Background: an optimization exercise with open tools, aiming at small area, a short achievable clock period and few clock cycles per item. Do not read the settings as production practice.
Where RTL was checked, it was by simulation tests only, not by an equivalence proof against the original.
Only the layout flow was run in runs 4 and 5; the RTL was not checked for function there.
No activity file was given, so power comes from the tool's default toggle rates.

==> design/flow/design.v <==
module multiply_n_divide_top(clk, reset, a_in, b_in, m_d, start, result, ready);
    input [63:0] a_in, b_in;
    input clk, reset, start, m_d;
    output ready;
    output [128:0] result;
    function [6:0] len64;
        input [63:0] x;
        integer i;
        begin
            len64 = 7'd0;
            for (i = 0; i < 64; i = i + 1)
                if (x[i]) len64 = i + 1;
        end
    endfunction
    reg [63:0] H, L, Y;                            
    reg [5:0]  idx;
    reg        mb, g, op_mul, busy, setup;
    assign ready  = ~busy;
    assign result = {1'b0, H, L};
    reg  [6:0] la, lb;
    always @(posedge clk) begin
        la <= len64(a_in);
        lb <= len64(b_in);
    end
    wire       sw_r    = lb < la;                  
    wire [6:0] m_i     = sw_r ? lb : la;
    wire       m0_r    = (m_i == 7'd0);
    wire       m1_r    = (m_i == 7'd1);
    wire [5:0] mi_r    = m_i[5:0] - 6'd2;          
    wire [6:0] k_i     = la - lb;
    wire [5:0] kr_i    = k_i[5:0] | 6'd15;
    wire [5:0] la1_i   = la[5:0] - 6'd1;
    wire       bz_i    = (lb == 7'd0);
    wire       use_la  = la1_i <= kr_i;
    wire       alb_r   = (la < lb) & ~bz_i;        
    wire [5:0] s0_r    = bz_i ? 6'd63 : (use_la ? la1_i : kr_i);
    wire [1:0] kq_r    = bz_i ? 2'd3 : k_i[5:4];
    wire       d0_r    = bz_i ? a_in[63] : (use_la ? 1'b1 : a_in[kr_i]);
    wire        ysel = op_mul & sw_r;
    wire [63:0] ydin = ysel ? a_in : b_in;         
    wire [63:0] src  = ysel ? b_in : a_in;         
    reg  [63:0] r0;
    always @* begin
        case (kq_r)
            2'd0: r0 = {16'd0, a_in[63:16]};
            2'd1: r0 = {32'd0, a_in[63:32]};
            2'd2: r0 = {48'd0, a_in[63:48]};
            default: r0 = 64'd0;
        endcase
    end
    wire run_n = op_mul ? ~(m0_r | m1_r) : ~alb_r;
    wire       last   = (idx == 6'd0);
    wire [5:0] idx_nx = setup ? mi_r : idx - 6'd1;
    wire       mb_nx  = (setup & ~op_mul) ? d0_r : src[idx_nx];
    wire [64:0] xa = {L, mb & ~op_mul};
    wire [64:0] xb = {~op_mul, Y & {64{g}}};
    wire [66:0] s1 = {1'b0, xa, 1'b1} + {1'b0, xb, ~op_mul};
    wire [65:0] s  = s1[66:1];
    wire        co = s[65];                        
    wire [63:0] rem = (co | op_mul) ? s[63:0] : xa[63:0];
    wire [62:0] hp1 = H[62:0] + 63'd1;
    wire [62:0] hsh = (co & op_mul) ? hp1 : H[62:0];
    always @(posedge clk) begin
        Y <= op_mul ? ydin : ~b_in;
        if (reset) begin
            busy  <= 1'b0;
            setup <= 1'b0;
        end else if (!busy) begin
            if (start) begin
                busy   <= 1'b1;
                setup  <= 1'b1;
                op_mul <= m_d;
            end
        end else begin
            setup <= 1'b0;
            if (setup ? !run_n : last) busy <= 1'b0;
            idx <= setup & ~op_mul ? s0_r : idx_nx;
            mb  <= mb_nx;
            g   <= mb_nx | ~op_mul;
            if (setup) begin
                H <= (alb_r & ~op_mul) ? a_in : 64'd0;
                L <= op_mul ? (m0_r ? 64'd0 : ydin) : r0;
            end else if (op_mul | !last) begin
                H <= {hsh, op_mul ? s[64] : co};
                L <= rem;
            end else begin
                H <= rem;
                L <= {H[62:0], co};
            end
        end
    end
endmodule
==> design/flow/flow/run.sh <==
#!/bin/bash
set -e
export BUFFER_PORTS_ARGS="-buffer_cell sky130_fd_sc_hd__buf_1"
echo 'export BUFFER_PORTS_ARGS = -buffer_cell sky130_fd_sc_hd__buf_1' >> config.mk
bash standard.sh finish > standard_sh.log 2>&1
==> design/flow/standard.sh <==
#!/bin/bash
# synth_recipe.tcl (not shown) runs the flow's synth.tcl, then flattens the netlist and writes it again
# the make line also repeats each setting of config.mk as NAME=value (left out here)
make -C /OpenROAD-flow-scripts/flow DESIGN_CONFIG=/design/flow/config.mk WORK_HOME=/design/flow/orfs CLKGATE_MAP_FILE= SYNTH_SCRIPT=/design/flow/synth_recipe.tcl "${@:-finish}"
==> design/flow/config.mk <==
export PLATFORM = sky130hd
export DESIGN_NAME = multiply_n_divide_top
export DESIGN_NICKNAME = multiply_n_divide_top
export VERILOG_FILES = /design/flow/design.v
export SDC_FILE = /design/flow/constraint.sdc
export NUM_CORES = 4
export LEC_CHECK = 0
export CAP_MARGIN = 20
export CORE_MARGIN = 2
export CORE_UTILIZATION = 60
export SETUP_SLACK_MARGIN = 0.4
export SLEW_MARGIN = 20
export BUFFER_PORTS_ARGS = -buffer_cell sky130_fd_sc_hd__buf_1
==> design/flow/constraint.sdc <==
create_clock -name core_clock -period 4.5 [get_ports {clk}]
set_input_delay 0.9000 -clock core_clock [delete_from_list [all_inputs] [get_ports {clk}]]
set_output_delay 0.9000 -clock core_clock [all_outputs]
set_load 0.01 [all_outputs]
==> notes.md, run 1 <==
CTS
The CTS tree is done. The root buffer cell is sky130_fd_sc_hd__clkbuf_16. The clock reaches the later pin of the worst-skew pair after around 0.6 ns. The deepest clock path buffer count is 3.

In this run the number of H-tree levels came out at 1. The number of buffers inserted by hold repair at cts is 0. The clock transition at the registers of the reported paths is roughly 0.06 ns. The tree built by TritonCTS fans out to 217 sinks. Clock tree synthesis inserted a total of 28 buffers.

Global route
The number of global-route vias before repair came to 22,799. The first global-routing pass estimated roughly 140,000 um of wire. Entering global routing, the biggest net connects approximately 140 pins. The number of antenna violations at the first check in global routing came to 8. Summed over all layers, the global routing overflow is 0.

The all-layer global routing usage is 50.42%.

Worst setup path
The cell with the most instances on the worst path is sky130_fd_sc_hd__buf_12. The cell family contributing the most delay on the critical path is compound AO/OA/AOI/OAI gates. The worst setup path is of the reg2reg kind.

The worst setup path is captured at a flop. The critical-path maximum fanout is 25. Traced cell by cell, the critical path runs through buf_6 -> buf_12 -> and2_4 -> fa_2 -> a211oi_4 -> o21ai_4 -> a41oi_2 -> nand3_4 -> buf_12 -> a221oi_4 -> buf_6 -> o21a_4 -> o21ai_4 -> buf_12 -> nor2_1 -> a21oi_1 -> mux2_2 -> a221o_1. The worst setup path is launched from a flop. STA puts the critical path data required time at slightly below 5 ns.

Among all stages on the critical path, the largest delay is contributed by sky130_fd_sc_hd__fa_2. The delay of the slowest cell on the worst path is slightly above 0.4 ns. STA puts the critical path data arrival time at 4.54 ns. The buffering stage count on the worst path with inverters included is 5.

Finish
The fraction of layout cells with a size suffix above 1 is a little over an eighth. Relative to the synthesized area, the layout overhead comes to 21.50%. For this run, the share of the core covered by cells in the final layout is 74.09%. With fillers left out, the area of the finished cells amounts to approximately 25,000 sq um. The non-filler instance count after layout is roughly 3,400.

The filler cells instantiated in the layout total 2,578. The final layout net count is ~3,100.

Synth
Counting distinct cell types in the post-synthesis netlist gives between 80 and 90. After Yosys synthesis, XOR and XNOR cells account for approximately 5.4% of the synthesized area. The share of flip-flops with an asynchronous set or reset after synthesis is 0%.

The share of synthesized area spent on multiplexers is under 10%. The simple-gate portion of the synthesized area is 22.86%. Yosys mapped a number of flops with a built-in enable equal to 137. The adder-cell share of the synthesized area is under 10%. The post-synthesis cell count is 2,692. The number of storage elements in the synthesis netlist is between 200 and 250. The count of synthesis-stage warnings from yosys is 1. Summing every instance area after synthesis gives about 20,000 sq um. The synthesized netlist devotes approximately 28% of its cell area to compound gates. When the netlist entered floorplanning its net count stood at just under 3,000. Of the post-synthesis cell area, the dominant cell type holds between 20% and 30%. The most used flip-flop cell after synthesis is sky130_fd_sc_hd__edfxtp_1. After synthesis, the cell types taking the most area are sky130_fd_sc_hd__edfxtp_1 20%, sky130_fd_sc_hd__dfxtp_1 7.8%, sky130_fd_sc_hd__a21oi_1 5.6%. The dominant cell type by area after synthesis is sky130_fd_sc_hd__edfxtp_1.

By area, the combinational part of the netlist is dominated by compound AO/OA/AOI/OAI gates. The post-synthesis sequential area ratio is roughly 28%. The average instance area after synthesis is around 7.6 sq um.

STA
The worst path in the final design needs a cycle of around 4.2 ns, including I/O delays and setup. The setup TNS after final layout is 0 ns. Setup violations remaining at the end of the flow were counted as 0. The fmax is between 200 and 250 MHz. The worst-case hold slack is between 0.4 and 0.5 ns.

The tightest slew margin relative to the limit is between 20% and 30%. The slew at the pin with the worst max-slew slack is approximately 1.2 ns. The final worst-path cycle share is ~94%. The final number of max-transition violations is 0. The final hold violation count is 0. The post-route clock skew is about 0.026 ns. Setup repair after global routing could not meet its margin everywhere.

Detailed routing
The detail route stage leaves a number of antenna-violating nets equal to 0. The violation count after the first detailed-routing iteration is 4,414. In the routed layout, each cell is associated on average with a via count of approximately 7.4. The routed design has between 90,000 and 100,000 um of wire.

The final routed DRC violation total is 0. For this block, the via count after detailed routing is about 25,000. The total iterations of the first detailed-routing run is 9.

The routed wirelength normalized by instance count is about 28 um.

Die
The area of the core is roughly 34,000 sq um. The number of placement rows is 67. The I/O pin count is 262.

The starting utilization of the core area is approximately 61%. Measured along the y axis, the die boundary spans between 150 and 200 um. In this run the horizontal extent of the chip is approximately 190 um. The floorplan step defined a die boundary enclosing approximately 36,000 sq um.

Placed design
The number of placed instances, taps included is between 3,000 and 4,000. Detailed placement finished with a half-perimeter wire length of between 60,000 and 70,000 um. The instance area at placement is roughly 22,000 sq um. The final weighted congestion in routability-driven placement is 1.071.

Input and output buffers added on the ports amount to 260.

Pwr
The worst-case IR drop observed on VDD is ~440 uV. The leakage power total is just over 9 nW. In this run the power density over the cells is roughly 350 nW/um^2.

Min path
The path class of the lowest-slack min-delay path is in2reg.

Run
The number of maximum-capacitance constraint violations is 0.

Outcome
The flow ran to the end and the layout has no timing, DRC or antenna violations.
==> cells in the mapped netlist (17+ instances only) <==
| cell type | count |
|---|---|
| sky130_fd_sc_hd__a31oi_1 | 26 |
| sky130_fd_sc_hd__o21ai_0 | 128 |
| sky130_fd_sc_hd__nand3_1 | 93 |
| sky130_fd_sc_hd__xor2_1 | 59 |
| sky130_fd_sc_hd__a21oi_1 | 229 |
| sky130_fd_sc_hd__mux2_2 | 19 |
| sky130_fd_sc_hd__a21o_1 | 24 |
| sky130_fd_sc_hd__nor3_1 | 120 |
| sky130_fd_sc_hd__nand4_1 | 28 |
| sky130_fd_sc_hd__nor2b_1 | 22 |
| sky130_fd_sc_hd__and2_1 | 78 |
| sky130_fd_sc_hd__ha_1 | 78 |
| sky130_fd_sc_hd__mux2i_1 | 83 |
| sky130_fd_sc_hd__a311oi_1 | 19 |
| sky130_fd_sc_hd__nand2_1 | 276 |
| sky130_fd_sc_hd__nor4_1 | 38 |
| sky130_fd_sc_hd__and3_1 | 26 |
| sky130_fd_sc_hd__a22oi_1 | 17 |
| sky130_fd_sc_hd__a221o_1 | 21 |
| sky130_fd_sc_hd__a211oi_1 | 49 |
| sky130_fd_sc_hd__clkbuf_1 | 177 |
| sky130_fd_sc_hd__dfxtp_1 | 80 |
| sky130_fd_sc_hd__nor2_1 | 267 |
| sky130_fd_sc_hd__o21ai_1 | 69 |
| sky130_fd_sc_hd__edfxtp_1 | 137 |
| sky130_fd_sc_hd__inv_1 | 81 |
| sky130_fd_sc_hd__o211ai_1 | 69 |
| sky130_fd_sc_hd__o221ai_1 | 84 |
| sky130_fd_sc_hd__xnor2_1 | 67 |
==> path summary, 6_finish.rpt <==
check / from / end / slack (ns) / depth (start not counted)
worst min register to register: busy$_SDFF_PP0_ / setup$_SDFFE_PP0P_ / 0.52 / 2
worst min-delay path: m_d / op_mul$_DFFE_PP_ / 0.48 / 1
worst max-delay path: g$_DFFE_PP_ / L[42]$_DFFE_PP_ / 0.29 / 18
worst max register to register: g$_DFFE_PP_ / L[42]$_DFFE_PP_ / 0.29 / 18
==> power by group <==
group,total [W],switching [W],internal (W)
clock,0.00233,0.000969,0.00136
combinational,0.00380,0.00234,0.00146
sequential,0.00253,0.000160,0.00237
==> timing repair <==
action,CTS,global route
endpoints found under the setup margin,120,115
buffers inserted,16,24
gates cloned,4,7
gates resized for setup,74,137
pin swaps,24,35
==> per-layer routing <==
metal,share of wire (%),vias up,track usage (%)
li1,-,10566,-
met1,35,11516,65.42
met2,40,2469,72.38
met3,17,605,16.99
met4,8.0,10,30.41
met5,0.063,-,0
==> per-stage QoR <==
step           power [W]  setup slack, ns
2_1_floorplan   0.004690           0.4133
3_3_place_gp    0.005654          0.02747
3_5_place_dp    0.005721         -0.05416
4_1_cts         0.008123           0.3658
5_1_grt         0.008893           0.1875
6_report        0.008657           0.2856
==> flip-flops by register name, indices dropped and copies added (netlist names) <==
name / cells
H: 64
L: 64
Y: 64
la: 7
lb: 7
idx: 6
busy: 1
g: 1
mb: 1
op_mul: 1
setup: 1
==> worst register-to-register path, delay by kind of cell, from the launching register on <==
| kind | cells | cell delay [ns] |
|---|---|---|
| flip-flops | 1 | 0.38 |
| adder cells (fa/ha/maj) | 1 | 0.41 |
| multiplexers | 1 | 0.27 |
| AND/OR/NAND/NOR | 3 | 0.48 |
| AO/OA/AOI/OAI | 8 | 1.58 |
| buffers and inverters | 5 | 0.84 |
==> layout make-up <==
| cell class | count | area [sq um] | share of cell area, % |
|---|---|---|---|
| Sequential cell | 217 | 5717 | 22.95 |
| Tap cell | 448 | 560.5 | 2.251 |
| Multi-Input combinational cell | 2182 | 14750 | 59.24 |
| Timing Repair Buffer | 419 | 2650 | 10.64 |
| Antenna cell | 5 | 12.51 | 0.05024 |
| Clock buffer | 40 | 777.0 | 3.120 |
| Inverter | 81 | 306.5 | 1.231 |
| Clock inverter | 12 | 128.9 | 0.5174 |
==> kinds of logic after synthesis <==
group	after synthesis
buffers and inverters	293
XOR/XNOR	126
AND/OR/NAND/NOR	1001
adder cells (fa/ha/maj)	79
AO/OA/AOI/OAI	872
flip-flops	217
multiplexers	103
other	1
==> cells in the final DEF, fill, tap and decap left out, drive strengths merged, types with 9 or more instances in the layout <==
master and n:
buf 411, nand2 276, nor2 268, a21oi 231, o21ai 197, edfxtp 137, nor3 120, nand3 93
o221ai 84, mux2i 83, inv 81, dfxtp 80, and2 79, ha 78, o211ai 69, xnor2 67
xor2 59, a211oi 49, clkbuf 47, nor4 38, nand4 28, a31oi 26, and3 26, a21o 24
nor2b 22, a221o 21, mux2 20, a311oi 19, a22oi 17, nand2b 16, a211o 13, o21bai 13
and4 13, o21a 12, o31ai 12, o22ai 10, clkinv 9
Testbench counts, summed over its fixed seeds: cycles 24,540, items 1,280.
==> inputs of run 2 (changes only) <==
--- a/design/flow/config.mk
+++ b/design/flow/config.mk
@@ -7,7 +7,7 @@
 export LEC_CHECK = 0
 export CAP_MARGIN = 20
 export CORE_MARGIN = 2
-export CORE_UTILIZATION = 60
-export SETUP_SLACK_MARGIN = 0.4
+export CORE_UTILIZATION = 40
+export SETUP_SLACK_MARGIN = 0.1
 export SLEW_MARGIN = 20
 export BUFFER_PORTS_ARGS = -buffer_cell sky130_fd_sc_hd__buf_1
==> run 2 against run 1 <==
Compared with the run above:
- flip-flop and latch count is the same
- clock-buffer cell count shrank 4
- worst setup slack lost 0.12 ns
- sequential share of layout area grew 1.1 points
- clock power is essentially flat
- critical path depth shrank 4
- sequential power grew 2%
- synthesized cell count is the same
- largest cell class unchanged
- final cell count grew 5.7%
==> notes.md, run 2 <==
STA
The fmax is roughly 230 MHz. The post-route minimum period is ~4.3 ns. Setup repair after global routing could not meet its margin everywhere. The slew at the pin with the worst max-slew slack is roughly 1.2 ns. The tightest slew margin relative to the limit is 20.29%. The final number of max-transition violations came to 0. Setup violations remaining at the end of the flow were counted as 0. For the final database, setup skew stands at between 0.03 and 0.04 ns. The worst setup slack after layout is 0.1614 ns. The worst path uses 96.41% of the clock period. The final hold violation count is 0.

Placed design
Routability-driven placement finished with a final weighted congestion of between 0.9 and 1. The number of I/O port buffers is between 200 and 300. Before CTS, the worst setup slack after placement is -0.002993 ns. After legalization and detailed placement, the total HPWL measured 74,720 um.

Finish
Summing all multi-input logic gate instances after layout gives between 10,000 and 15,000 sq um. In the final layout, the registers with the most flip-flops are H: 64 flops, L: 64 flops, Y: 64 flops. Fill cells in the final layout number a little over 5,000. Summing all flip-flop and latch instances after layout gives approximately 5700 sq um. The final layout net count is 3,108.

The top cell types in the final layout, fill and taps aside, are 274 x sky130_fd_sc_hd__nand2_1, 260 x sky130_fd_sc_hd__buf_1, 259 x sky130_fd_sc_hd__nor2_1. The layout overhead on the synthesized area is 16.13%. In the final layout, the share of cells above drive strength 1 is between 8 and 9%. The library cell used most frequently in the layout, excluding fill and tap cells, is sky130_fd_sc_hd__nand2_1.

Synth
The dominant cell type by area after synthesis is sky130_fd_sc_hd__edfxtp_1. For this run, the number of Yosys warnings is 1. Sorting the synthesized cells by how often they occur yields 276 x sky130_fd_sc_hd__nand2_1, 267 x sky130_fd_sc_hd__nor2_1, 229 x sky130_fd_sc_hd__a21oi_1. The number of nets handed over by synthesis was approximately 2,900. The top flip-flop cell by instance count after synthesis is sky130_fd_sc_hd__edfxtp_1. Synthesis produced around 2,700 cells. The area share of the leading cell type in the synthesized netlist is about a fifth.

The number of storage elements in the synthesis netlist is about 220. In this run the cell area of the synthesized design comes to between 20,000 and 25,000 sq um. The most repeated cell in the gate-level netlist after synthesis is sky130_fd_sc_hd__nand2_1. By area the synthesized netlist is led by sky130_fd_sc_hd__edfxtp_1 20%, sky130_fd_sc_hd__dfxtp_1 7.8%, sky130_fd_sc_hd__a21oi_1 5.6%.

The count of flip-flops with a built-in enable after synthesis is between 100 and 150. The share of flip-flops with an asynchronous set or reset after synthesis is 0%. The number of distinct library cells after synthesis is 82. The post-synthesis sequential area ratio is between 20% and 30%. The average instance area after synthesis is 7.615 sq um.

Min path
The path class of the lowest-slack min-delay path is in2reg.

Detailed routing
In this run, the number of DRC markers left after iteration 0 of detailed routing was about 4,200. The count of nets left with antenna violations once routing finished came out at 0. The mean number of vias per cell is between 6 and 7. The via count is about 24,000. The pre-antenna-repair detailed-routing pass consisted of 7 iterations. For this block, the routed nets add up to approximately 100,000 um of wire. The final routed DRC violation total is 0. Dividing the detail-routed wire length by the instance count gives 27.78 um.

Global route
The number of global-route vias before repair is roughly 21,000. The total grt overflow is 0. The number of antenna violations at the first check in global routing came to 16.

In the global route stage, overall resource usage came out at between 30% and 40%. The global-route wire length before repair is ~140,000 um. The maximum number of pins on one net before global-route repair is between 90 and 100.

CTS
The root buffer cell is sky130_fd_sc_hd__clkbuf_16. Counting every sink on the clock net gives around 220. In this run the number of H-tree levels came out at 1. The number of clock buffers added by TritonCTS is 27. The CTS tree is done. The longest clock path from root to sink contains 3 buffers. Clock-pin slew was measured on the worst setup and hold paths at 0.06 ns.

The later pin in the worst-skew pair is clocked with a latency of ~0.59 ns.

Pwr
Registers are responsible for a little under a third of the overall power. The switching component of the power is roughly 0.0034 W. The cell-internal power is 0.005018 W. The total power is ~0.0084 W. The ratio of total power to cell area is between 300 and 400 nW/um^2. Across the VDD grid, the largest voltage drop is 280.9 uV. For this design the static power due to leakage is 8.704 nW. Per report_power, the combinational group accounts for approximately 42% of the total. Net switching is 40.34% of the power. The clock network accounts for approximately 28% of the total power.

Die
The width of the chip is 230.4 um. The number of placement rows is 82. The starting utilization of the core area is between 40% and 50%. The area of the core is between 50,000 and 60,000 sq um. The die area is 53,070 sq um. The I/O pin count is about 260. From bottom edge to top edge, the die measures 230.4 um.

Worst setup path
The path type of the worst setup path is reg2reg. STA classifies the critical path startpoint as a flop. In this run the worst path has a maximum fanout of between 40 and 50. The nature of the critical path endpoint is a flop. At the worst endpoint, the arrival time is 4.63 ns. The critical path required time is approximately 4.8 ns.

Outcome
The flow ran to the end and the layout has no timing, DRC or antenna violations.

Run
Max-cap violations in this run came to 0.
run 2: cell count changes in the layout (fill, tap and decap cells not counted), sizes merged:
cell	before	now
clkbuf	47	37
buf	411	387
clkinv	9	8
clkinvlp	0	1
diode	5	10
bufinv	3	4
bufbuf	1	0
run 2: cell type report:
class                      instances  area share, %
clock inverter                    13         0.6938
sequential                       217          24.01
clock buffer                      36          3.148
multi-input combinational       2182          58.56
inverter                          81          1.282
timing repair buffer             388          8.662
antenna                           10         0.1051
tap                              672          3.532
run 2: worst paths after layout:
check	end	slack, ns	startpoint	cells after the start
worst max-delay path	L[47]$_DFFE_PP_	0.16	g$_DFFE_PP_	14
worst min-delay path	op_mul$_DFFE_PP_	0.50	m_d	1
worst min register to register	setup$_SDFFE_PP0P_	0.51	busy$_SDFF_PP0_	2
worst max register to register	L[47]$_DFFE_PP_	0.16	g$_DFFE_PP_	14
run 2: worst max-delay path: stages, from the launching register on:
cell                       delay (ns)
sky130_fd_sc_hd__edfxtp_1        0.44
sky130_fd_sc_hd__buf_12          0.19
sky130_fd_sc_hd__and2_1          0.17
sky130_fd_sc_hd__ha_2            0.42
sky130_fd_sc_hd__nand4_1         0.20
sky130_fd_sc_hd__or4_4           0.50
sky130_fd_sc_hd__a211oi_4        0.22
sky130_fd_sc_hd__a221oi_4        0.06
sky130_fd_sc_hd__buf_4           0.17
sky130_fd_sc_hd__o21a_2          0.24
sky130_fd_sc_hd__o21ai_4         0.41
sky130_fd_sc_hd__buf_12          0.24
sky130_fd_sc_hd__mux2i_4         0.27
sky130_fd_sc_hd__a21oi_1         0.12
sky130_fd_sc_hd__a221o_1         0.34
run 2: per-stage QoR:
stage | util (%) | cells | setup TNS [ns] | cell area, sq um | hold slack [ns]
floorplan | - | 2692 | 0 | 20510 | 0.4822
CTS | 46.58 | 3579 | 0 | 23470 | 0.4922
detailed placement | 44.70 | 3529 | -0.002993 | 22520 | 0.5071
global placement | 44.70 | 3529 | 0 | 22520 | 0.4879
finish | 47.26 | 3599 | 0 | 23810 | 0.4963
global route | 47.24 | 3595 | 0 | 23800 | 0.5034
run 2: power by group through the flow:
| stage | logic [W] | clock network [W] | registers (W) |
|---|---|---|---|
| floorplan | 0.00215 | 0 | 0.00253 |
| finish | 0.00349 | 0.00234 | 0.00257 |
| detailed placement | 0.00326 | 0 | 0.00259 |
| CTS | 0.00329 | 0.00233 | 0.00255 |
| global placement | 0.00323 | 0 | 0.00260 |
| global route | 0.00372 | 0.00240 | 0.00258 |
run 2: cells by family after synthesis:
group	synth area share, %
compound gates	28.16
xor+xnor	5.383
fa+ha+maj	4.858
buf+inv	5.688
flops	27.88
mux	5.151
other cells	0.01829
simple gates	22.86
run 2: repair_timing:
item	in CTS	in global routing
setup endpoints to repair	20	94
gates resized for setup	6	44
pin swaps	1	6
hold buffers	0	0
buffers inserted	1	9
gates cloned	0	1
run 2: per-layer routing:
| layer | GRT usage (%) | vias to the layer above | routed length (um) |
|---|---|---|---|
| li1 | - | 10502 | - |
| met1 | 52.39 | 11263 | 41350 |
| met2 | 49.60 | 1826 | 39920 |
| met3 | 10.88 | 282 | 14790 |
| met4 | 11.55 | 14 | 3833 |
| met5 | 0 | - | 92 |
==> inputs of run 3 (changes only) <==
--- a/design/flow/config.mk
+++ b/design/flow/config.mk
@@ -8,6 +8,6 @@
 export CAP_MARGIN = 20
 export CORE_MARGIN = 2
 export CORE_UTILIZATION = 40
-export SETUP_SLACK_MARGIN = 0.1
+export SETUP_SLACK_MARGIN = 0.2
 export SLEW_MARGIN = 20
 export BUFFER_PORTS_ARGS = -buffer_cell sky130_fd_sc_hd__buf_1
==> run 3 against run 2 <==
Compared with the run above:
- final cell count grew 0.14%
- critical path type unchanged
- wire length is 1.3% higher
- critical path depth rose by 3
- sequential power about the same
- design area grew 1.5%
- clock skew decreased by 0.0041 ns
- largest cell class unchanged
- sequential share of layout area shrank 0.34 points
- still clean on timing, DRC and antenna
- largest power group unchanged
- global-route usage increased by 0.20 points
- highest routed layer unchanged
- register-to-register slack improved by 0.13 ns
- power rose by 1.3%
- combinational power is 3% higher
- clock power about the same
==> notes.md, run 3 <==
Outcome
The run finished with no timing, DRC or antenna violations.

Worst setup path
The nature of the critical path endpoint is a flop. The critical path goes through buf_4 -> clkbuf_16 -> and2_1 -> ha_1 -> nand2_1 -> or4_4 -> nor3_2 -> a221oi_4 -> buf_6 -> o21a_4 -> o21ai_4 -> buf_12 -> buf_12 -> buf_4 -> buf_12 -> mux2i_1 -> o221ai_1. The worst register-to-register path has a depth of 17. The critical-path maximum fanout is 23. The critical path required time is between 4 and 5 ns. The critical path data arrival time is roughly 4.5 ns. The critical path is of the reg2reg type. The startpoint type of the worst setup path is a flop. The cell with the most instances on the worst path is sky130_fd_sc_hd__buf_12.

In this design, the stage delay of the slowest critical-path cell is ~0.58 ns. The standard cell with the maximum stage delay on the critical path is sky130_fd_sc_hd__or4_4.

Die
The die area is 53,070 sq um. The width of the chip is 230.4 um. The I/O pin count is 262. The die span in y is between 200 and 250 um. For this configuration, the core starts out at a cell density of 40.69%. The area of the core is roughly 50,000 sq um. The floorplan has 82 rows.

Run
The tool flagged a number of max-cap violations equal to 0.

Detailed routing
Across all layers, the routed design uses around 24,000 vias. The routed wire length is between 100,000 and 150,000 um. The first TritonRoute pass finished after 7 iterations. The violation count after the first detailed-routing iteration is approximately 4,200. The number of routed nets with antenna violations is 0. The routed wirelength normalized by instance count is around 28 um.

In the routed design, unresolved DRC markers number 0. The mean number of vias per cell is about 6.6.

STA
The final hold violation count is 0. Hold is met by 0.4994 ns. After layout, the minimum clock period comes to 4.207 ns.

The tightest slew margin relative to the limit is between 10% and 20%. In the finished design, the share of the clock period the worst path needs comes to a little over 90%. Setup repair after global routing could not meet its margin everywhere. The slew at the pin with the worst max-slew slack is ~1.3 ns. The worst setup slack after layout is slightly below 0.3 ns.

Setup violations remaining at the end of the flow were counted as 0. Derived from the worst setup path, the maximum achievable clock frequency is between 200 and 250 MHz. The final number of max-transition violations was 0.

Across the routed clock network, the largest skew measured is approximately 0.034 ns.

Finish
In the final layout, the share of cells above drive strength 1 is 9.949%. The library cell used most frequently in the layout, excluding fill and tap cells, is sky130_fd_sc_hd__nand2_1. From synthesis to final layout, the design area changed by 17.82%. The final layout net count is around 3,100. The non-filler instance count after layout is approximately 3,600. The filler cell count in the final layout is roughly 5,000.

In the layout the commonest cells are 274 x sky130_fd_sc_hd__nand2_1, 260 x sky130_fd_sc_hd__buf_1, 259 x sky130_fd_sc_hd__nor2_1. In the final layout, the registers with the most flip-flops are H: 64 flops, L: 64 flops, Y: 64 flops.

Placed design
Routability-driven placement finished with a final weighted congestion of 0.9947. Prior to clock tree synthesis, the placed netlist has a worst setup slack of -0.002993 ns. Including well taps, the total number of placed cells is between 3,000 and 4,000. The number of I/O port buffers is 260. Detailed placement finished with a half-perimeter wire length of approximately 75,000 um.

CTS
In this run the number of H-tree levels came out at 1. In this run the deepest clock path goes through 3 buffers. The CTS tree is done. The number of sinks handled by clock tree synthesis is around 220. The clock latency reported for the late side of the worst-skew pair is roughly 0.58 ns. The clock transition at the registers of the reported paths is roughly 0.060 ns. Hold repair after CTS inserted 0 buffers. Counting the buffers created by CTS gives 27. The root buffer cell is sky130_fd_sc_hd__clkbuf_16.

Pwr
The switching component of the power is between 0.003 and 0.004 W. The largest vdd supply drop is around 280 uV. Power spread over the standard cell area amounts to approximately 350 nW/um^2. In this run, the combinational gates consume between 40 and 50% of the power. Summed over all cells, the static leakage comes to 8.769 nW. The fraction of power spent switching nets is 40.41%. Of the total power, registers draw between 30% and 40%.

The cell-internal power is between 0.005 and 0.006 W. The clock network accounts for ~28% of the total power. The completed layout was analyzed and its total power is 0.008520 W.

Synth
The count of flip-flops with a built-in enable after synthesis is 137. Ranked by total cell area, the synthesized netlist is headed by sky130_fd_sc_hd__edfxtp_1 20%, sky130_fd_sc_hd__dfxtp_1 7.8%, sky130_fd_sc_hd__a21oi_1 5.6%. The netlist uses between 80 and 90 different library cells. The commonest cells after synthesis are 276 x sky130_fd_sc_hd__nand2_1, 267 x sky130_fd_sc_hd__nor2_1, 229 x sky130_fd_sc_hd__a21oi_1. For this run, the number of Yosys warnings is 1. The post-synthesis sequential area ratio is between 20 and 30%.

Dividing the synthesized area by the synthesized cell count gives around 7.6 sq um. After synthesis, the largest area contributor takes up between 20% and 30% of total cell area. In the synthesized netlist the async set-or-reset flop fraction comes to 0%.

The dominant cell type by area after synthesis is sky130_fd_sc_hd__edfxtp_1. When the netlist entered floorplanning its net count stood at 2,903. Among all cell types in the netlist, the one instantiated most often is sky130_fd_sc_hd__nand2_1. The synthesized netlist occupies a cell area of roughly 20,000 sq um.

The post-synthesis cell count is 2,692. The number of storage elements in the synthesis netlist is 217. The top flip-flop cell by instance count after synthesis is sky130_fd_sc_hd__edfxtp_1.

Global route
The number of antenna violations at the first check in global routing was 14. The all-layer global routing usage is 36.03%. The first global-routing pass estimated roughly 140,000 um of wire. The total grt overflow is 0. Entering global routing, the biggest net connects slightly above 90 pins. The number of global-route vias before repair was between 20,000 and 25,000.

Min path
Counting instances, the worst hold path has a depth of 1. The path class of the tightest hold or removal check is in2reg.
## run 3: path summary, 6_finish.rpt
kind                        start                 end  slack, ns
setup / recovery      g$_DFFE_PP_     H[60]$_DFFE_PP_       0.29
hold / removal                m_d    op_mul$_DFFE_PP_       0.50
setup reg to reg      g$_DFFE_PP_     H[60]$_DFFE_PP_       0.29
hold reg to reg   busy$_SDFF_PP0_  setup$_SDFFE_PP0P_       0.51
## run 3: timing repair
item | CTS | global route
pin swaps | 3 | 9
gates resized for setup | 19 | 68
cloned | 2 | 2
setup endpoints to repair | 68 | 104
hold endpoints to repair | 0 | 0
buffers inserted | 6 | 9
## run 3: cell families after synthesis
logic type | Yosys count | synth area share (%)
AOI/OAI and AO/OA | 872 | 28.16
DFF | 217 | 27.88
muxes | 103 | 5.151
other | 1 | 0.01829
and+or+nand+nor | 1001 | 22.86
adders and majority gates | 79 | 4.858
xor gates and xnor gates | 126 | 5.383
buffers and inverters | 293 | 5.688
## run 3: area by class of cell
| cell class | count | area [sq um] | area share [%] |
|---|---|---|---|
| multi-input combinational | 2183 | 14150 | 58.57 |
| sequential | 217 | 5717 | 23.67 |
| timing repair buffer | 395 | 2211 | 9.154 |
| tap | 672 | 840.8 | 3.481 |
| clock buffer | 36 | 749.5 | 3.103 |
| inverter | 81 | 305.3 | 1.264 |
| clock inverter | 13 | 165.2 | 0.6838 |
| antenna | 7 | 17.52 | 0.07253 |
## run 3: metal layers
layer | share of wire (%) | track usage (%) | vias up
met5 | 0.11 | 0 | -
met4 | 4.0 | 11.35 | 16
met3 | 15 | 10.98 | 283
met2 | 40 | 50.08 | 1811
met1 | 41 | 52.60 | 11331
li1 | - | - | 10501
## run 3: critical path, delay by kind of cell (launching register included)
kind,cells,cell delay [ns]
AO/OA/AOI/OAI,4,0.61
buffers and inverters,7,1.25
AND/OR/NAND/NOR,4,1.05
adder cells (fa/ha/maj),1,0.36
multiplexers,1,0.24
flip-flops,1,0.38
## run 3: power by group through the flow
stage	Clock [W]	Combinational, W	Sequential (W)
6_report	0.00234	0.00360	0.00257
5_1_grt	0.00240	0.00382	0.00258
4_1_cts	0.00233	0.00333	0.00255
3_5_place_dp	0	0.00326	0.00259
3_3_place_gp	0	0.00323	0.00260
2_1_floorplan	0	0.00215	0.00253
## run 3: stage by stage
stage	TNS (ns)	cell area, sq um	util [%]
after floorplan	0	20510	-
after global placement	0	22520	44.70
after detailed placement	-0.002993	22520	44.70
after CTS	0	23630	46.92
after global routing	0	24150	47.94
final	0	24150	47.94
==> inputs of run 4 (changes only) <==
--- a/design/flow/design.v
+++ b/design/flow/design.v
@@ -14,7 +14,7 @@
     endfunction
     reg [63:0] H, L, Y;                            
     reg [5:0]  idx;
-    reg        mb, g, op_mul, busy, setup;
+    reg        mb, op_mul, busy, setup;
     assign ready  = ~busy;
     assign result = {1'b0, H, L};
     reg  [6:0] la, lb;
@@ -53,7 +53,7 @@
     wire [5:0] idx_nx = setup ? mi_r : idx - 6'd1;
     wire       mb_nx  = (setup & ~op_mul) ? d0_r : src[idx_nx];
     wire [64:0] xa = {L, mb & ~op_mul};
-    wire [64:0] xb = {~op_mul, Y & {64{g}}};
+    wire [64:0] xb = {~op_mul, Y};
     wire [66:0] s1 = {1'b0, xa, 1'b1} + {1'b0, xb, ~op_mul};
     wire [65:0] s  = s1[66:1];
     wire        co = s[65];                        
@@ -61,7 +61,7 @@
     wire [62:0] hp1 = H[62:0] + 63'd1;
     wire [62:0] hsh = (co & op_mul) ? hp1 : H[62:0];
     always @(posedge clk) begin
-        Y <= op_mul ? ydin : ~b_in;
+        Y <= op_mul ? (ydin & {64{mb_nx}}) : ~b_in;
         if (reset) begin
             busy  <= 1'b0;
             setup <= 1'b0;
@@ -76,7 +76,6 @@
             if (setup ? !run_n : last) busy <= 1'b0;
             idx <= setup & ~op_mul ? s0_r : idx_nx;
             mb  <= mb_nx;
-            g   <= mb_nx | ~op_mul;
             if (setup) begin
                 H <= (alb_r & ~op_mul) ? a_in : 64'd0;
                 L <= op_mul ? (m0_r ? 64'd0 : ydin) : r0;
--- a/design/flow/config.mk
+++ b/design/flow/config.mk
@@ -7,7 +7,7 @@
 export LEC_CHECK = 0
 export CAP_MARGIN = 20
 export CORE_MARGIN = 2
-export CORE_UTILIZATION = 40
-export SETUP_SLACK_MARGIN = 0.2
+export CORE_UTILIZATION = 60
+export SETUP_SLACK_MARGIN = 0.4
 export SLEW_MARGIN = 20
 export BUFFER_PORTS_ARGS = -buffer_cell sky130_fd_sc_hd__buf_1
==> run 4 against run 3 <==
Compared with the run above:
- critical endpoint is now Y[45]$_DFF_P_
- combinational power up 48%
- flip-flop and latch count down 1
- utilization up 23 points
- still clean
- largest power group unchanged
- die area down 32%
- register-to-register slack worse by 0.16 ns
- worst setup slack worse by 0.16 ns
- power up 19%
==> notes.md, run 4 <==
Worst setup path
The worst setup path is of the reg2reg kind. The delay of the slowest cell on the worst path is between 0.4 and 0.5 ns. On the critical path, the stage with the largest delay is an instance of sky130_fd_sc_hd__dfxtp_1. The nature of the critical path endpoint is a flop. The critical path data arrival time is 4.80 ns. The cell family contributing the most delay on the critical path is compound AO/OA/AOI/OAI gates. The critical path contains buffers and inverters numbering 5 combined. Along the worst path, the maximum fanout reaches 6. The startpoint type of the worst setup path is a flop. Walking the worst path, the cells encountered are inv_2 -> ha_1 -> nor2b_1 -> o31ai_2 -> a21oi_2 -> buf_4 -> nand2_4 -> nor2_4 -> a21oi_4 -> ha_4 -> or3_1 -> a211oi_2 -> a211oi_4 -> nor3b_1 -> a22oi_1 -> o211ai_1 -> o221ai_2 -> o32a_4 -> buf_12 -> buf_8 -> clkbuf_16 -> o22ai_2. Data on the critical path is required at its endpoint by about 5 ns.

Placed design
The number of placed instances, taps included is roughly 3,100. The placed wire-length estimate is ~69,000 um. In this run the cell area measured after placement is about 22,000 sq um. Routability-driven placement finished with a final weighted congestion of 1.050. Timing analysis after detailed placement gives a worst setup slack of 0.07295 ns. During placement, the flow inserted port buffers numbering 260.

Finish
In the final design database the tool counted roughly 3,000 nets. The filler cell count in the final layout is approximately 2,700. The fraction of layout cells with a size suffix above 1 is a little over an eighth. In the layout the commonest cells are 260 x sky130_fd_sc_hd__buf_1, 223 x sky130_fd_sc_hd__nor2_1, 217 x sky130_fd_sc_hd__nand2_1. The finished cells cover 24,560 sq um.

The library cell used most frequently in the layout, excluding fill and tap cells, is sky130_fd_sc_hd__buf_1. The non-filler instance count after layout is between 3,000 and 4,000. Summing all multi-input logic gate instances after layout gives between 10,000 and 15,000 sq um. Summing all flip-flop and latch instances after layout gives approximately 5700 sq um. The area growth from synthesis to layout is 17.92%. The largest registers in the layout are H: 64 flops, L: 64 flops, Y: 64 flops.

CTS
The clock transition at the registers of the reported paths is around 0.060 ns. The number of hold buffers added after CTS was 0. The clock net in this run drives a total of about 220 sinks. TritonCTS built the clock tree. TritonCTS created 27 clock buffers. No sink is reached through more buffers than the 3 on the longest clock path. The tree is rooted in a sky130_fd_sc_hd__clkbuf_16. CTS built an H-tree with a depth of 1.

The later pin in the worst-skew pair is clocked with a latency of between 0.5 and 0.6 ns.

Die
The number of placement rows is between 60 and 70. The die is 190.3 um wide. The die area is 36,210 sq um. approximately 260 I/O pins were placed. For this configuration, the core starts out at a cell density of between 60 and 70%.

Measured along the y axis, the die boundary spans about 190 um. The area of the core is around 34,000 sq um.

Synth
Counting every net in the synthesized netlist gives about 2,700. The dominant cell type by area after synthesis is sky130_fd_sc_hd__edfxtp_1. The total standard cell area after synthesis is between 20,000 and 25,000 sq um. For this run, the number of Yosys warnings is 1.

Yosys attributes the largest share of cell area to sky130_fd_sc_hd__edfxtp_1 20%, sky130_fd_sc_hd__mux2i_1 8.7%, sky130_fd_sc_hd__dfxtp_1 7.7%. For this run, asynchronously set or reset flops after synthesis account for 0%. Sorting the synthesized cells by how often they occur yields 230 x sky130_fd_sc_hd__nor2_1, 219 x sky130_fd_sc_hd__nand2_1, 216 x sky130_fd_sc_hd__a21oi_1. The top flip-flop cell by instance count after synthesis is sky130_fd_sc_hd__edfxtp_1. The average instance area after synthesis is between 8 and 9 sq um. By instance count, the leading cell after synthesis is sky130_fd_sc_hd__nor2_1. The number of distinct library cells after synthesis is between 80 and 90. In this run the biggest area consumer among cell types represents 19.61% of the synthesized area. Summing the sequential cell areas from Yosys gives between 20 and 30% of the chip area. Yosys mapped a number of flops with a built-in enable equal to roughly 140. The number of storage elements in the synthesis netlist is roughly 220. The post-synthesis cell count is 2,534.

Min path
The path class of the lowest-slack min-delay path is reg2reg.

Detailed routing
After detailed routing, the total wire length is between 100,000 and 150,000 um. The final routed DRC violation total is 0. The total iterations of the first detailed-routing run is 11.

Dividing the detail-routed wire length by the instance count gives ~30 um. The count of nets left with antenna violations once routing finished came out at 0. The via count is 24,527. The violation count after the first detailed-routing iteration is 4,257. The mean number of vias per cell is around 7.5.

Global route
The number of global-route vias before repair came to 22,677. Global routing finished with a remaining overflow of 0. The global-route wire length before repair is about 140,000 um. The maximum number of pins on one net before global-route repair is 66. The all-layer global routing usage is between 50% and 60%. The number of antenna violations at the first check in global routing came to 14.

STA
In this run the tightest slew margin relative to its limit is approximately a fifth. The post-route minimum period is 4.366 ns. Setup repair after global routing could not meet its margin everywhere. The final hold violation count was 0.

The worst setup slack after layout is 0.1342 ns. Setup violations remaining at the end of the flow were counted as 0. The final number of max-transition violations is 0. After layout, the worst path uses 97.02% of the clock period. The fmax is ~230 MHz. The setup TNS after final layout is 0 ns.

At the pin with the least slew margin, the transition time is roughly 1.2 ns. Across the routed clock network, the largest skew measured is roughly 0.017 ns.

Pwr
The clock network fraction of design power is around a fifth. Cell internal power was estimated by the tool at 0.005760 W. The portion of total power attributed to sequential cells is between 20% and 30%. The power share of the combinational group is 52.6%. The analysis attributes to net switching a power of ~0.0044 W. The largest vdd supply drop is between 300 and 400 uV. The ratio of total power to cell area is ~410 nW/um^2. The leakage power total is roughly 9.8 nW. Of the total power, the share spent switching nets is between 40% and 50%.

Run
The number of maximum-capacitance constraint violations is 0.

Outcome
The run finished with no timing, DRC or antenna violations.
==> run 4: cell count changes in the layout (fill, tap and decap cells not counted), sizes merged, moves of 22 or more <==
cell,change
a21o,+68
o211ai,-53
o21ai,-74
o22ai,+52
nor2,-38
nor3,-63
and2,-61
mux2i,+97
nand3,-23
nand2,-57
o221ai,-26
o21a,+22
o31ai,+26
==> run 4: per-stage QoR <==
step                      hold slack (ns)  util (%)  power [W]
after floorplan                    0.4822         -   0.005705
after global placement             0.5099     65.34   0.006942
after detailed placement           0.5264     65.34   0.007015
after CTS                          0.5365     69.53   0.009434
after global routing               0.5748     71.39    0.01037
final                              0.5344     71.44    0.01012
==> run 4: layer usage <==
layer | share of wire (%) | track usage [%] | vias to the layer above
met1 | 32 | 62.72 | 11200
li1 | - | - | 10079
met4 | 11 | 42.19 | 12
met2 | 40 | 75.71 | 2457
met3 | 17 | 18.81 | 779
met5 | 0.10 | 0.6868 | -
==> run 4: path summary, 6_finish.rpt <==
kind | startpoint | end | cells past startpoint | slack (ns)
max | la[0]$_SDFF_PP0_ | Y[45]$_DFF_P_ | 22 | 0.13
min | busy$_SDFF_PP0_ | setup$_SDFFE_PP0P_ | 2 | 0.53
max reg2reg | la[0]$_SDFF_PP0_ | Y[45]$_DFF_P_ | 22 | 0.13
min reg2reg | busy$_SDFF_PP0_ | setup$_SDFFE_PP0P_ | 2 | 0.53
==> run 4: logic make-up after synthesis <==
kind of cell	after synthesis	synth area share (%)
simple gates	769	17.30
buf+inv	261	5.173
fa+ha+maj	80	4.843
mux	209	10.22
compound gates	872	29.85
flops	216	27.30
xor+xnor	126	5.299
other cells	1	0.01801
==> run 4: tightest hold or removal path, delay by kind of cell (launching register included) <==
| kind | cells | cell delay (ns) |
|---|---|---|
| flops | 1 | 0.34 |
| compound gates | 1 | 0.10 |
| simple gates | 1 | 0.06 |
==> run 4: power by group through the flow <==
| stage | clock network (W) | registers (W) | logic [W] |
|---|---|---|---|
| floorplan | 0 | 0.00263 | 0.00307 |
| global placement | 0 | 0.00270 | 0.00425 |
| detailed placement | 0 | 0.00270 | 0.00432 |
| CTS | 0.00206 | 0.00266 | 0.00471 |
| global route | 0.00213 | 0.00269 | 0.00555 |
| finish | 0.00211 | 0.00268 | 0.00532 |
==> run 4: repair_timing <==
action	4_1_cts	5_1_grt
resized for setup	56	80
buffers inserted	23	11
gates cloned	5	7
pin swaps	17	63
endpoints found under the setup margin	102	162
==> run 4: layout make-up <==
class / instances / area share (%)
diodes: 11 / 0.1121
inverters: 67 / 1.034
clock buffers: 37 / 2.986
clock inverters: 13 / 0.3057
repair buffers: 397 / 10.13
multi-input cells: 2057 / 59.90
flip-flops and latches: 216 / 23.22
well taps: 455 / 2.318
==> inputs of run 5 (changes only) <==
--- a/design/flow/config.mk
+++ b/design/flow/config.mk
@@ -7,7 +7,7 @@
 export LEC_CHECK = 0
 export CAP_MARGIN = 20
 export CORE_MARGIN = 2
-export CORE_UTILIZATION = 60
-export SETUP_SLACK_MARGIN = 0.4
+export CORE_UTILIZATION = 40
+export SETUP_SLACK_MARGIN = 0.1
 export SLEW_MARGIN = 20
 export BUFFER_PORTS_ARGS = -buffer_cell sky130_fd_sc_hd__buf_1
==> run 5 against run 4 <==
Compared with the run above:
- power fell by 3.6%
- still clean on timing, DRC and antenna
- largest power group unchanged
- largest cell class unchanged
- via count fell by 5.5%
- die area rose by 49%
- maximum frequency rose by 0.84%
- critical path type unchanged
- critical endpoint is now H[39]$_DFFE_PP_
==> notes.md, run 5 <==
Outcome
The flow ran to the end and the layout has no timing, DRC or antenna violations.

Worst setup path
The capturing point of the worst reg2reg path is H[39]$_DFFE_PP_. For flop-to-flop paths, the worst setup slack is 0.17 ns. For the worst setup path, the data required time is ~4.8 ns. The worst-case reg-to-reg path depth is 15. The startpoint identified for the worst register-to-register timing path is mb$_DFFE_PP_. By startpoint and endpoint, the worst setup path is classified as reg2reg.

The critical-path maximum fanout is 8. The nature of the critical path endpoint is a flop. STA classifies the critical path startpoint as a flop.

Data on the critical path arrives at its endpoint at ~4.6 ns.

Die
For this design the top-level I/O count stands at roughly 260. The number of placement rows is between 80 and 90. Measured along the x axis, the die boundary spans around 230 um.

The die is around 230 um tall. The floorplan step defined a core boundary enclosing roughly 51,000 sq um. The starting utilization of the core area is 40.51%. The die area is 53,900 sq um.

STA
For this run, the top clock speed supported by timing is ~230 MHz. The slew at the pin with the worst max-slew slack is about 1.1 ns. The final hold violation count is 0. The worst setup slack after layout is 0.1707 ns. The final worst-path cycle share is ~96%. The tightest hold path in the finished design has a slack of around 0.51 ns. Measured against its own limit, the worst slew margin works out to around a quarter. The final number of max-transition violations came to 0.

The post-route clock skew is ~0.013 ns. Setup repair after global routing left no endpoint under its margin. The setup TNS after final layout is 0 ns.

The number of failing setup endpoints in the final timing report is 0. The post-route minimum period is roughly 4.3 ns.

Detailed routing
For this run, the detailed router's first-pass iteration total came to 8. Summing over every cut layer, the via total after detailed routing is roughly 23,000. The routed wirelength normalized by instance count is between 20 and 30 um. The detailed router finished its first iteration with between 2,000 and 3,000 violations.

The number of routed nets with antenna violations is 0. The final layout contains routed wiring with a total length of 103,600 um. The final routed DRC violation total is 0. In the routed layout, each cell is associated on average with a via count of 6.654.

CTS
Clock tree synthesis inserted a total of 28 buffers. The deepest level of the CTS H-tree is 1. The cell sitting at the root of the clock tree is a sky130_fd_sc_hd__clkbuf_16. The number of sinks handled by clock tree synthesis is ~220.

The deepest clock path buffer count is 3. The clock latency reported for the late side of the worst-skew pair is approximately 0.58 ns. The number of buffers inserted by hold repair at cts is 0. The clock transition at the registers of the reported paths is ~0.06 ns. TritonCTS built the clock tree.

Global route
In the global route stage, overall resource usage came out at ~37%. The global-route wire length before repair is 147,500 um. The number of global-route vias before repair is between 20,000 and 25,000. The number of antenna violations at the first check in global routing came to 8. The total grt overflow is 0.

The maximum number of pins on one net before global-route repair is just over 100.

Synth
The share of flip-flops with an asynchronous set or reset after synthesis is 0%. Yosys mapped a number of flops with a built-in enable equal to 136. The dominant cell type by area after synthesis is sky130_fd_sc_hd__edfxtp_1.

The number of storage elements in the synthesis netlist is between 200 and 250. The most common cell in the synthesized netlist is sky130_fd_sc_hd__nor2_1. The count of synthesis-stage warnings from yosys is 1. Of the synthesized area, sequential elements account for 27.30%. The net count of the mapped netlist is about 2,700.

The average instance area after synthesis is 8.218 sq um. After technology mapping, the gate count stands at around 2,500. The area share of the leading cell type in the synthesized netlist is roughly 20%.

The most used flip-flop cell after synthesis is sky130_fd_sc_hd__edfxtp_1. By area the synthesized netlist is led by sky130_fd_sc_hd__edfxtp_1 20%, sky130_fd_sc_hd__mux2i_1 8.7%, sky130_fd_sc_hd__dfxtp_1 7.7%. By count the netlist is led by 230 x sky130_fd_sc_hd__nor2_1, 219 x sky130_fd_sc_hd__nand2_1, 216 x sky130_fd_sc_hd__a21oi_1.

Summing every instance area after synthesis gives 20,820 sq um. The number of different library cells used by synthesis comes to 85.

Pwr
The power share of the combinational group is 50.2%. Internal power comes to between 0.005 and 0.006 W. The clock network fraction of design power is a little under a quarter. The fraction of power spent switching nets is a little over two fifths. The switching component of the power is roughly 0.0041 W. The portion of total power attributed to sequential cells is 27.2%. The leakage power total is just under 10 nW. IR analysis of the VDD net gives a maximum drop of 293.1 uV. In this run the power density over the cells is around 400 nW/um^2.

Finish
The final layout net count is approximately 3,000. The leading cell type in the layout, fill and taps excluded is sky130_fd_sc_hd__buf_1. After routing the design area is approximately 24,000 sq um. The layout overhead on the synthesized area is 16.42%. Of the cells placed in the final design, the portion with a size suffix greater than 1 is 11.40%. Once layout is complete, the cells apart from fillers number between 3,000 and 4,000. Counting the fill cells in the layout gives 5,158. In the final layout, the registers with the most flip-flops are H: 64 flops, L: 64 flops, Y: 64 flops.

Leaving out fill and tap cells, the most frequent cells in the layout are 260 x sky130_fd_sc_hd__buf_1, 226 x sky130_fd_sc_hd__nor2_1, 218 x sky130_fd_sc_hd__nand2_1.

Placed design
Summed over all nets, the half-perimeter wirelength after detailed placement is 76,830 um. The instance area at placement is 23,080 sq um. The congestion estimate from routability-driven global placement came to 0.9959. The number of I/O port buffers is 260. The setup slack after placement is between 0.02 and 0.03 ns. Once placement completed, the tool counted placed cells totaling between 3,000 and 4,000.

Min path
The path with the worst hold slack has its endpoint at op_mul$_DFFE_PP_. The path class of the lowest-slack min-delay path is in2reg. The beginning of the worst hold path is m_d.

Counting instances, the worst hold path has a depth of 1.

Run
The number of maximum-capacitance constraint violations is 0.
## run 5: cell counts after synthesis
No cell type changed its count.
## run 5: cell families after synthesis
| family | synth area share [%] |
|---|---|
| flip-flops | 27.30 |
| buffers and inverters | 5.173 |
| adder cells (fa/ha/maj) | 4.843 |
| AO/OA/AOI/OAI | 29.85 |
| multiplexers | 10.22 |
| XOR/XNOR | 5.299 |
| AND/OR/NAND/NOR | 17.30 |
| other | 0.01801 |
## run 5: per-layer routing
| layer | up-vias | part of all wire, % | GRT usage, % |
|---|---|---|---|
| met5 | - | 0.077 | 0 |
| met4 | 12 | 6.1 | 19.57 |
| met3 | 359 | 11 | 7.797 |
| met2 | 1564 | 44 | 57.52 |
| met1 | 11162 | 39 | 47.68 |
| li1 | 10086 | - | - |
## run 5: worst max-delay path, stage by stage (launching register included)
cell	delay (ns)
sky130_fd_sc_hd__edfxtp_1	0.41
sky130_fd_sc_hd__nor2b_1	0.18
sky130_fd_sc_hd__fa_1	0.40
sky130_fd_sc_hd__a21o_1	0.17
sky130_fd_sc_hd__a21oi_1	0.26
sky130_fd_sc_hd__o21ai_1	0.20
sky130_fd_sc_hd__and3_1	0.28
sky130_fd_sc_hd__o21ai_2	0.30
sky130_fd_sc_hd__a21oi_1	0.20
sky130_fd_sc_hd__o21ai_1	0.38
sky130_fd_sc_hd__buf_4	0.31
sky130_fd_sc_hd__a2111oi_2	0.10
sky130_fd_sc_hd__buf_4	0.25
sky130_fd_sc_hd__nand2_1	0.10
sky130_fd_sc_hd__xor2_1	0.37
sky130_fd_sc_hd__o21ai_0	0.13
## run 5: how the worst max path moves through the flow
stage,slack (ns),start,to
floorplan,0.20,lb[4]$_SDFF_PP0_,mb$_DFFE_PP_
global placement,0.11,lb[3]$_SDFF_PP0_,Y[6]$_DFF_P_
detailed placement,0.03,mb$_DFFE_PP_,H[22]$_DFFE_PP_
CTS,0.14,lb[1]$_SDFF_PP0_,Y[1]$_DFF_P_
global route,0.04,lb[1]$_SDFF_PP0_,Y[31]$_DFF_P_
finish,0.17,mb$_DFFE_PP_,H[39]$_DFFE_PP_
## run 5: what timing repair did
item | CTS | global route
setup buffers | 0 | 7
hold endpoints to repair | 0 | 0
gates cloned | 0 | 4
resized for setup | 4 | 20
setup endpoints to repair | 47 | 92
pin swaps | 0 | 5
## run 5: power groups by stage
stage	clock, W	combinational (W)	sequential [W]
detailed placement	0	0.00452	0.00268
global placement	0	0.00449	0.00268
global route	0.00229	0.00519	0.00266
finish	0.00221	0.00489	0.00265
CTS	0.00222	0.00455	0.00264
floorplan	0	0.00306	0.00263
## run 5: through the flow
| stage | util [%] | power, W |
|---|---|---|
| final | 47.16 | 0.009754 |
| after global routing | 47.14 | 0.01015 |
| after floorplan | - | 0.005698 |
| after detailed placement | 44.90 | 0.007201 |
| after CTS | 46.60 | 0.009412 |
| after global placement | 44.90 | 0.007172 |
## run 5: layout make-up
cell class | instances | area [sq um] | share of cell area (%)
Tap cell | 680 | 850.8 | 3.509
Sequential cell | 216 | 5689 | 23.47
Multi-Input combinational cell | 2057 | 14230 | 58.71
Timing Repair Buffer | 408 | 2346 | 9.676
Antenna cell | 5 | 12.51 | 0.05161
Clock buffer | 44 | 802.0 | 3.308
Inverter | 67 | 251.5 | 1.037
Clock inverter | 7 | 57.56 | 0.2374
==> inputs of run 6 (changes only) <==
--- a/design/flow/design.v
+++ b/design/flow/design.v
@@ -18,36 +18,47 @@
     assign ready  = ~busy;
     assign result = {1'b0, H, L};
     reg  [6:0] la, lb;
+    reg  [7:0] kd;                                 
     always @(posedge clk) begin
         la <= len64(a_in);
         lb <= len64(b_in);
+        kd <= {1'b0, len64(a_in)} - {1'b0, len64(b_in)};
     end
     wire       sw_r    = lb < la;                  
     wire [6:0] m_i     = sw_r ? lb : la;
     wire       m0_r    = (m_i == 7'd0);
     wire       m1_r    = (m_i == 7'd1);
     wire [5:0] mi_r    = m_i[5:0] - 6'd2;          
-    wire [6:0] k_i     = la - lb;
-    wire [5:0] kr_i    = k_i[5:0] | 6'd15;
+    wire [5:0] kr_i    = kd[5:0] | 6'd7;
     wire [5:0] la1_i   = la[5:0] - 6'd1;
     wire       bz_i    = (lb == 7'd0);
     wire       use_la  = la1_i <= kr_i;
-    wire       alb_r   = (la < lb) & ~bz_i;        
+    wire       alb_r   = kd[7] & ~bz_i;            
     wire [5:0] s0_r    = bz_i ? 6'd63 : (use_la ? la1_i : kr_i);
-    wire [1:0] kq_r    = bz_i ? 2'd3 : k_i[5:4];
-    wire       d0_r    = bz_i ? a_in[63] : (use_la ? 1'b1 : a_in[kr_i]);
+    reg  [63:0] r0;
+    reg         d0_r;
+    always @* begin
+        case (kd[5:3])
+            3'd0: begin r0 = {8'd0,  a_in[63:8]};  d0_r = a_in[7];  end
+            3'd1: begin r0 = {16'd0, a_in[63:16]}; d0_r = a_in[15]; end
+            3'd2: begin r0 = {24'd0, a_in[63:24]}; d0_r = a_in[23]; end
+            3'd3: begin r0 = {32'd0, a_in[63:32]}; d0_r = a_in[31]; end
+            3'd4: begin r0 = {40'd0, a_in[63:40]}; d0_r = a_in[39]; end
+            3'd5: begin r0 = {48'd0, a_in[63:48]}; d0_r = a_in[47]; end
+            3'd6: begin r0 = {56'd0, a_in[63:56]}; d0_r = a_in[55]; end
+            default: begin r0 = 64'd0; d0_r = a_in[63]; end
+        endcase
+        if (bz_i) begin
+            r0 = 64'd0;
+            d0_r = a_in[63];
+        end else if (use_la) begin
+            r0 = 64'd0;
+            d0_r = 1'b1;
+        end
+    end
     wire        ysel = op_mul & sw_r;
     wire [63:0] ydin = ysel ? a_in : b_in;         
     wire [63:0] src  = ysel ? b_in : a_in;         
-    reg  [63:0] r0;
-    always @* begin
-        case (kq_r)
-            2'd0: r0 = {16'd0, a_in[63:16]};
-            2'd1: r0 = {32'd0, a_in[63:32]};
-            2'd2: r0 = {48'd0, a_in[63:48]};
-            default: r0 = 64'd0;
-        endcase
-    end
     wire run_n = op_mul ? ~(m0_r | m1_r) : ~alb_r;
     wire       last   = (idx == 6'd0);
     wire [5:0] idx_nx = setup ? mi_r : idx - 6'd1;
--- a/design/flow/config.mk
+++ b/design/flow/config.mk
@@ -7,7 +7,7 @@
 export LEC_CHECK = 0
 export CAP_MARGIN = 20
 export CORE_MARGIN = 2
-export CORE_UTILIZATION = 40
-export SETUP_SLACK_MARGIN = 0.1
+export CORE_UTILIZATION = 60
+export SETUP_SLACK_MARGIN = 0.4
 export SLEW_MARGIN = 20
 export BUFFER_PORTS_ARGS = -buffer_cell sky130_fd_sc_hd__buf_1
==> run 6 against run 5 <==
Compared with the run above:
- clock power shrank 3%
- clock skew grew 0.0063 ns
- first-iteration DRC count grew 64%
- still clean on timing, DRC and antenna
- final cell count shrank 0.77%
- synthesized area grew 0.22%
- power grew 5.6%
- highest routed layer unchanged
==> notes.md, run 6 <==
Synth
Ranked by instance count, the synthesized netlist is headed by 274 x sky130_fd_sc_hd__nand2_1, 216 x sky130_fd_sc_hd__o21ai_0, 215 x sky130_fd_sc_hd__a21oi_1, 215 x sky130_fd_sc_hd__nor2_1, 184 x sky130_fd_sc_hd__mux2i_1. Among all flip-flop cells after synthesis, the most frequent one is sky130_fd_sc_hd__edfxtp_1. The average instance area after synthesis is 7.950 sq um. In this run, synthesis inferred 136 flip-flops with an integrated enable. Yosys instantiated no cell more often than sky130_fd_sc_hd__nand2_1. The post-synthesis sequential area ratio is between 20 and 30%. Of all flip-flops after synthesis, the portion carrying an async set or reset was 0%.

The dominant cell type by area after synthesis is sky130_fd_sc_hd__edfxtp_1. For this run, the number of Yosys warnings is 1. Synthesis inferred 220 register bits. The post-synthesis cell count is about 2,600. Ranked by total cell area, the synthesized netlist is headed by sky130_fd_sc_hd__edfxtp_1 20%, sky130_fd_sc_hd__mux2i_1 8.8%, sky130_fd_sc_hd__dfxtp_1 8.1%.

The top cell type by area accounts for 19.57% of the synthesized area. Counting distinct cell types in the post-synthesis netlist gives 87. The number of nets handed over by synthesis was roughly 2,800. In this run the cell area of the synthesized design comes to roughly 21,000 sq um.

Placed design
The number of placed instances, taps included is ~3,400. The placed wire-length estimate is between 70,000 and 80,000 um. OpenSTA, run right after detailed placement, puts the worst setup slack at -0.2567 ns. In this run the cell area measured after placement is around 24,000 sq um. The number of I/O port buffers is 260.

The final weighted congestion in routability-driven placement is approximately 1.1.

Finish
The share of the core filled with cells is ~74%. The fraction of layout cells with a size suffix above 1 is approximately 17%. Leaving out fill and tap cells, the most frequent cell in the layout is sky130_fd_sc_hd__nand2_1. After routing the design area is 25,430 sq um.

The final layout net count is approximately 3,200. The non-filler instance count after layout is 3,457. The largest registers in the layout are H: 64 flops, L: 64 flops, Y: 64 flops. In the layout the commonest cells are 271 x sky130_fd_sc_hd__nand2_1, 257 x sky130_fd_sc_hd__buf_1, 238 x sky130_fd_sc_hd__buf_4. The layout overhead on the synthesized area is 21.83%.

Global route
The routing usage on met1 is 70.16%. The number of antenna violations at the first check in global routing is 6. For this run, the total global-route usage over all layers was measured as around 55%. The met2 global-route usage is between 70 and 80%. Entering global routing, the biggest net connects 76 pins. The number of global-route vias before repair came to ~24,000. The global-route wire length before repair is between 100,000 and 150,000 um. The highest-utilization routing layer at the global route stage is met2.

The met3 routing resource usage after global routing is 22.43%. The total grt overflow is 0.

STA
The final worst-path cycle share is between 90% and 100%. The worst setup slack after layout is 0.1987 ns. The final number of max-transition violations came to 0. The worst path in the final design needs a cycle of approximately 4.3 ns, including I/O delays and setup. At the pin with the least slew margin, the transition time is between 1 and 1.5 ns. The final hold violation count is 0. Setup violations remaining at the end of the flow were counted as 0. For this run, the top clock speed supported by timing is 232.5 MHz. The post-route clock skew is roughly 0.019 ns. The tightest slew margin relative to the limit is 17.20%. Setup repair after global routing could not meet its margin everywhere.

Pwr
IR analysis of the VDD net gives a maximum drop of between 300 and 400 uV. Summing internal, switching and leakage power gives between 0.01 and 0.015 W. In this run the power density over the cells is 405.1 nW/um^2. Summed over all cells, the static leakage comes to 10.28 nW.

CTS
After clock tree synthesis, the clock-pin slew on the worst setup and hold paths is roughly 0.060 ns. The CTS tree is done. The clock latency reported for the late side of the worst-skew pair is 0.57 ns. The number of buffers created by CTS is 26. The deepest level of the CTS H-tree is 1. The root buffer cell is sky130_fd_sc_hd__clkbuf_16. The clock passes through at most 3 buffers. The clock drives 220 sinks. The number of buffers inserted by hold repair at cts is 0.

Worst setup path
The cell family contributing the most delay on the critical path is simple AND/OR/NAND/NOR gates. The buffering stage count on the worst path with inverters included is 4. The delay of the slowest cell on the worst path is around 0.45 ns. The path type of the worst setup path is reg2reg. The largest individual stage delay along the critical path comes from the cell sky130_fd_sc_hd__or3_4. The critical path required time is 4.81 ns. The critical path goes through inv_2 -> ha_4 -> o2111ai_4 -> or3_4 -> nand3_4 -> and2_4 -> ha_4 -> nor3b_4 -> xnor2_1 -> a41oi_2 -> nand2_4 -> buf_6 -> nand2b_4 -> o22ai_2 -> a221oi_2 -> mux2_4 -> o2111ai_2 -> and4_4 -> buf_6 -> buf_12 -> mux2i_1. The setup slack on the worst flop-to-flop path is just under 0.2 ns. The startpoint type of the worst setup path is a flop.

The critical-path maximum fanout is 6. The nature of the critical path endpoint is a flop. The critical path data arrival time is ~4.6 ns.

Detailed routing
In this run, the number of DRC markers left after iteration 0 of detailed routing was around 4,800. For this run, design rule violations remaining after detail routing come to 0. The number of routed nets with antenna violations is 0.

The routed wire length is approximately 110,000 um. In the final routed layout, each cell accounts on average for 30.95 um. The first TritonRoute pass finished after 13 iterations. After detailed routing, the number of vias per cell comes to around 7.5. The via count is about 26,000.

Die
The floorplan step set the die height to roughly 190 um. The initialized floorplan defines 68 standard-cell rows. The starting utilization of the core area is between 60% and 70%. The die covers 36,290 sq um. around 260 I/O pins were placed. The area of the core is 34,370 sq um.

The width of the chip is around 190 um.

Min path
The tightest min-delay check is of the reg2reg type.

Run
The number of maximum-capacitance constraint violations is 0.

Outcome
The flow ran to the end and the layout has no timing, DRC or antenna violations.
-- run 6: cell count changes in the layout (fill, tap and decap cells not counted), moves of 12 or more --
cell,delta
sky130_fd_sc_hd__buf_4,+110
sky130_fd_sc_hd__o21ai_0,+89
sky130_fd_sc_hd__o22ai_1,+71
sky130_fd_sc_hd__nand2_1,+53
sky130_fd_sc_hd__o221ai_1,-37
sky130_fd_sc_hd__o22ai_2,-32
sky130_fd_sc_hd__nand3_1,-18
sky130_fd_sc_hd__nor2_1,-18
sky130_fd_sc_hd__o21a_1,-16
sky130_fd_sc_hd__a22oi_1,+15
sky130_fd_sc_hd__o31ai_1,-14
sky130_fd_sc_hd__and3_1,+12
-- run 6: per-layer routing --
metal / share of wire, % / vias up
li1: - / 10564
met1: 34 / 11797
met2: 38 / 2762
met3: 18 / 779
met4: 9.5 / 4
met5: 0.025 / -
-- run 6: what timing repair did --
action                                  4_1_cts  5_1_grt
endpoints found under the setup margin      136      168
buffers inserted                             12       14
gates cloned                                  3        2
gates resized for setup                      66       98
pin swaps                                    21       37
hold endpoints to repair                      0        0
-- run 6: tightest hold or removal path, stage by stage, from the launching register on --
cell	delay, ns
sky130_fd_sc_hd__dfxtp_1	0.32
sky130_fd_sc_hd__nor2_1	0.05
sky130_fd_sc_hd__o21a_1	0.10
-- run 6: final cells by class --
type / count / area [sq um]
tap: 455 / 569.3
multi-input combinational: 2137 / 14730
inverter: 70 / 264.0
fill: 2585 / 8947
timing repair buffer: 523 / 3233
clock buffer: 38 / 788.3
antenna: 4 / 10.01
clock inverter: 10 / 47.55
sequential: 220 / 5779
-- run 6: logic make-up after synthesis --
group | count (synthesis) | share of synthesized area [%]
multiplexers | 213 | 10.44
AO/OA/AOI/OAI | 935 | 29.02
other | 1 | 0.01797
adder cells (fa/ha/maj) | 86 | 5.192
XOR/XNOR | 125 | 5.246
AND/OR/NAND/NOR | 777 | 16.99
buffers and inverters | 268 | 5.462
flip-flops | 220 | 27.63
-- run 6: report_power, final --
group / total (W) / switching [W] / internal (W)
Sequential: 0.00269 / 0.000223 / 0.00247
Combinational: 0.00545 / 0.00334 / 0.00211
Clock: 0.00215 / 0.000947 / 0.00121
-- run 6: per-stage QoR --
stage | hold slack [ns] | TNS, ns
after detailed placement | 0.4952 | -0.6419
after global routing | 0.5456 | 0
final | 0.5105 | 0
after CTS | 0.5108 | 0
after floorplan | 0.4822 | 0
after global placement | 0.4871 | -0.05909
-- run 6: path summary, 6_finish.rpt --
| path | from | end | cells past startpoint |
|---|---|---|---|
| worst max-delay path | la[5]$_DFF_P_ | mb$_DFFE_PP_ | 21 |
| worst min-delay path | busy$_SDFF_PP0_ | setup$_SDFFE_PP0P_ | 2 |
| worst min register to register | busy$_SDFF_PP0_ | setup$_SDFFE_PP0P_ | 2 |
| worst max register to register | la[5]$_DFF_P_ | mb$_DFFE_PP_ | 21 |
Testbench counts of run 6, summed over its fixed seeds: cycles 23,523, items 1,280.

==> port drivers added, routing unchanged <==
No port has a modelled driver above. Below, the same layouts with a new extraction and two added sets of constraints. Step 1 sets driving cells, clkbuf_16 on the clock port and buf_2 on the other inputs (assumed; they add their load-dependent delay and slew). Step 2 adds t to the input delays and takes it off the output delays; t is the mean of the earliest and latest rising clock arrival at the registers after step 1. Input paths then give back, and output paths get back, about the clock's delay inside the block. a / b / c = ideal / step 1 / step 2; a / b = the first two.
run	t (ns)	slack for setup (ns)	clock arrival spread, ns	worst register clock-pin slew, ns
run 1	0.642	0.286 / 0.286 / 0.286	0.026 / 0.026	0.07 / 0.07
run 2	0.625	0.161 / 0.161 / 0.161	0.038 / 0.038	0.07 / 0.07
run 3	0.624	0.293 / 0.293 / 0.293	0.034 / 0.034	0.07 / 0.07
run 4	0.635	0.134 / 0.134 / 0.134	0.017 / 0.017	0.07 / 0.07
run 5	0.645	0.171 / 0.171 / 0.171	0.013 / 0.013	0.06 / 0.06
run 6	0.621	0.199 / 0.199 / -0.114	0.019 / 0.019	0.07 / 0.07
Met with ideal ports but missed after step 2: setup timing in run 6. For run 6, which loses most, drivers alone change the setup slack by 0.000 ns; drivers and shift together by -0.313 ns.
